This design comes from an exercise in tuning for small area on the open sky130 flow, not from production work.
In this exercise RTL edits were held to simulation tests only and were not proved equivalent to the original.
The clock port is modelled as an ideal driver, which makes a skipped or thinned clock tree look cheaper than it is; a real chip needs a root buffer or a tree.
Power is estimated from default activity; no workload was simulated.

== run A ==
==> flow/design.v (excerpt) <==
module i2s(
    input               rst_i,
    input               mck_i,
    input               lrck_i,
    input               bck_i,
    input               data_i,
    output              mck_o,
    output              lrck_o,
    output              data_o,
    output reg          sdo,
    output reg          sync
);
export LEC_CHECK = 0
export CAP_MARGIN = 0
export CORE_MARGIN = 2
export CORE_UTILIZATION = 40
export SLEW_MARGIN = 0
create_clock -name core_clock -period 10.0 [get_ports {bck_i}]
standard.sh (not shown) runs the stock make flow with config.mk's settings and CLKGATE_MAP_FILE= SYNTH_SCRIPT=/design/flow/synth_recipe.tcl, a recipe that flattens the netlist after the stock synthesis.
==> flow/flow/run.sh <==
#!/bin/bash
# The standard layout (standard.sh), with these changes:
#  - ports are buffered with buf_1 instead of the default clkdlybuf4s50_1;
#  - the clock tree is a flat one (flow/flat_cts.tcl): the clock port drives
#    4 sky130_fd_sc_hd__clkbuf_4 cells, each driving a cluster of nearby clock sinks;
#  - power recovery (downsizing off the critical paths) after global routing,
#    followed by another design repair (flow/post_grt.tcl).
# make's output goes to standard.log, each step's log to orfs/logs/.
set -euo pipefail
export BUFFER_PORTS_ARGS="-buffer_cell sky130_fd_sc_hd__buf_1"
export PRE_CTS_TCL="$PWD/flow/flat_cts.tcl"
export POST_GLOBAL_ROUTE_TCL="$PWD/flow/post_grt.tcl"
export FLAT_CTS_N=4
export FLAT_CTS_CELL=sky130_fd_sc_hd__clkbuf_4
export FLAT_CTS_NET=bck_i
export FLAT_CTS_KEEP_INVERTERS=0
export RECOVER_POWER=0
bash standard.sh > standard.log 2>&1
==> flow/flow/flat_cts.tcl <==
# Flat clock tree used in place of TritonCTS (sourced as PRE_CTS_TCL).
# The clock port drives FLAT_CTS_N buffers of type FLAT_CTS_CELL directly; the
# clock sinks are split into FLAT_CTS_N groups by k-means on their placed
# locations, and each buffer, placed at its group's centre, drives one group.
proc clock_tree_synthesis { args } {
  set block [ord::get_db_block]
  set db [ord::get_db]
  set n $::env(FLAT_CTS_N)
  set master [$db findMaster $::env(FLAT_CTS_CELL)]
  set clk [$block findNet $::env(FLAT_CTS_NET)]
  set sinks {}
  foreach it [$clk getITerms] {
    set inst [$it getInst]
    set bb [$inst getBBox]
    set x [expr {([$bb xMin] + [$bb xMax]) / 2.0}]
    set y [expr {([$bb yMin] + [$bb yMax]) / 2.0}]
    lappend sinks [list $it $x $y]
  }
  set m [llength $sinks]
  puts "flat_cts: $m sinks on [$clk getName], $n buffers of [$master getName]"
  # initial centres: sinks spread along x
  set sorted [lsort -real -index 1 $sinks]
  set cx {}; set cy {}
  for {set i 0} {$i < $n} {incr i} {
    set s [lindex $sorted [expr {int(($i + 0.5) * $m / $n)}]]
    lappend cx [lindex $s 1]; lappend cy [lindex $s 2]
  }
  set cap [expr {int(ceil(double($m) / $n))}]
  for {set iter 0} {$iter < 30} {incr iter} {
    # balanced assignment: sinks take their nearest centre with room left,
    # most constrained (largest gap between best and worst) first
    set order {}
    foreach s $sinks {
      set ds {}
      for {set i 0} {$i < $n} {incr i} {
        lappend ds [expr {abs([lindex $s 1] - [lindex $cx $i]) + abs([lindex $s 2] - [lindex $cy $i])}]
      }
      set mn [tcl::mathfunc::min {*}$ds]; set mx [tcl::mathfunc::max {*}$ds]
      lappend order [list [expr {$mx - $mn}] $s $ds]
    }
    set order [lsort -real -decreasing -index 0 $order]
    set cnt [lrepeat $n 0]
    set groups [lrepeat $n {}]
    foreach o $order {
      set s [lindex $o 1]; set ds [lindex $o 2]
      set best -1
      set idx {}
      for {set i 0} {$i < $n} {incr i} { lappend idx [list $i [lindex $ds $i]] }
      foreach p [lsort -real -index 1 $idx] {
        set i [lindex $p 0]
        if {[lindex $cnt $i] < $cap} { set best $i; break }
      }
      lset cnt $best [expr {[lindex $cnt $best] + 1}]
      lset groups $best [concat [lindex $groups $best] [list $s]]
    }
    set ncx {}; set ncy {}
    for {set i 0} {$i < $n} {incr i} {
      set sx 0.0; set sy 0.0; set g [lindex $groups $i]
      foreach s $g { set sx [expr {$sx + [lindex $s 1]}]; set sy [expr {$sy + [lindex $s 2]}] }
      lappend ncx [expr {$sx / [llength $g]}]; lappend ncy [expr {$sy / [llength $g]}]
    }
    set cx $ncx; set cy $ncy
  }
  for {set i 0} {$i < $n} {incr i} {
    set buf [odb::dbInst_create $block $master "flatcts_buf_$i"]
    set w [[$buf getMaster] getWidth]; set h [[$buf getMaster] getHeight]
    $buf setLocation [expr {int([lindex $cx $i] - $w / 2)}] [expr {int([lindex $cy $i] - $h / 2)}]
    $buf setPlacementStatus PLACED
    set net [odb::dbNet_create $block "flatcts_net_$i"]
    $net setSigType CLOCK
    foreach s [lindex $groups $i] {
      set it [lindex $s 0]
      $it disconnect
      $it connect $net
    }
    [$buf findITerm A] connect $clk
    [$buf findITerm X] connect $net
    puts "flat_cts: buffer $i at ([lindex $cx $i], [lindex $cy $i]) drives [llength [lindex $groups $i]] sinks"
  }
  set_propagated_clock [all_clocks]
  # The buffer synthesis puts on a port-to-port wire (mck_i to mck_o) is a
  # buf_4; a buf_1 drives the output load as well.
  set small [$db findMaster sky130_fd_sc_hd__buf_1]
  foreach inst [$block getInsts] {
    if {[[$inst getMaster] getName] ne "sky130_fd_sc_hd__buf_4"} { continue }
    set a [[$inst findITerm A] getNet]
    set x [[$inst findITerm X] getNet]
    if {$a eq "NULL" || $x eq "NULL"} { continue }
    if {[llength [$a getBTerms]] == 1 && [llength [$x getBTerms]] == 1 &&
        [llength [$a getITerms]] == 1 && [llength [$x getITerms]] == 1} {
      puts "flat_cts: [$inst getName] ([$a getName] to [$x getName]) becomes buf_1"
      $inst swapMaster $small
    }
  }
}

# With the flat tree the inverter of the falling-edge clock is a sink like any
# other, so it need not be cloned next to each falling-edge register.
if {[info exists ::env(FLAT_CTS_KEEP_INVERTERS)] && !$::env(FLAT_CTS_KEEP_INVERTERS)} {
  proc repair_clock_inverters { args } {
    puts "flat_cts: clock inverters left as they are"
  }
}
Other scripts of this flow, unchanged in this note and not shown: flow/flow/post_grt.tcl
Run A: all stages complete, timing, DRC and antenna checks passed
## Diff of input files: run B against run A
--- a/flow/flow/run.sh
+++ b/flow/flow/run.sh
@@ -16 +15,0 @@
-export FLAT_CTS_KEEP_INVERTERS=0
--- a/flow/flow/flat_cts.tcl
+++ b/flow/flow/flat_cts.tcl
@@ -96,8 +95,0 @@
-
-# With the flat tree the inverter of the falling-edge clock is a sink like any
-# other, so it need not be cloned next to each falling-edge register.
-if {[info exists ::env(FLAT_CTS_KEEP_INVERTERS)] && !$::env(FLAT_CTS_KEEP_INVERTERS)} {
-  proc repair_clock_inverters { args } {
-    puts "flat_cts: clock inverters left as they are"
-  }
-}
--- a/flow/config.mk
+++ b/flow/config.mk
@@ -8 +8 @@
-export CAP_MARGIN = 0
+export CAP_MARGIN = 20
@@ -11 +11 @@
-export SLEW_MARGIN = 0
+export SLEW_MARGIN = 20
==> summary.txt <==
Run B finished every stage and its layout cleared the timing, design-rule and antenna checks. Run B ended with less via count than run A. ~same post-route cell area in run A and run B. Relative to run A, mean routed wirelength per cell decreased by 3.5% in run B. On total routing usage reported by global routing, run A and run B are basically level. Taking run A as the reference, in run B total detailed-routing wirelength -2.8%, total power +0.33%.
Input-level comparison between run C and run B:
--- a/flow/flow/flat_cts.tcl
+++ b/flow/flow/flat_cts.tcl
@@ -81,14 +80,0 @@
-  # The buffer synthesis puts on a port-to-port wire (mck_i to mck_o) is a
-  # buf_4; a buf_1 drives the output load as well.
-  set small [$db findMaster sky130_fd_sc_hd__buf_1]
-  foreach inst [$block getInsts] {
-    if {[[$inst getMaster] getName] ne "sky130_fd_sc_hd__buf_4"} { continue }
-    set a [[$inst findITerm A] getNet]
-    set x [[$inst findITerm X] getNet]
-    if {$a eq "NULL" || $x eq "NULL"} { continue }
-    if {[llength [$a getBTerms]] == 1 && [llength [$x getBTerms]] == 1 &&
-        [llength [$a getITerms]] == 1 && [llength [$x getITerms]] == 1} {
-      puts "flat_cts: [$inst getName] ([$a getName] to [$x getName]) becomes buf_1"
-      $inst swapMaster $small
-    }
-  }
As far as full die area is concerned, run C and run B perform about the same. Comparing run B with run C, the critical path depth came out essentially unchanged. For synthesis-to-finish area growth, run C and run B come out practically identical. Between run C and run B, the difference in placer's final routability congestion estimate is negligible. ~same worst hold slack in run C and run B. As far as number of well taps is concerned, run C and run B perform about the same. Diff run B..run C | maximum number of pins on one net before global-route repair | negligible. Cell area across run C and run B: no real change. On actual transition at the worst max-transition pin, run C and run B are neck and neck.
In every run of this note, the design's own scripts or RTL, not TritonCTS, make the clock network.
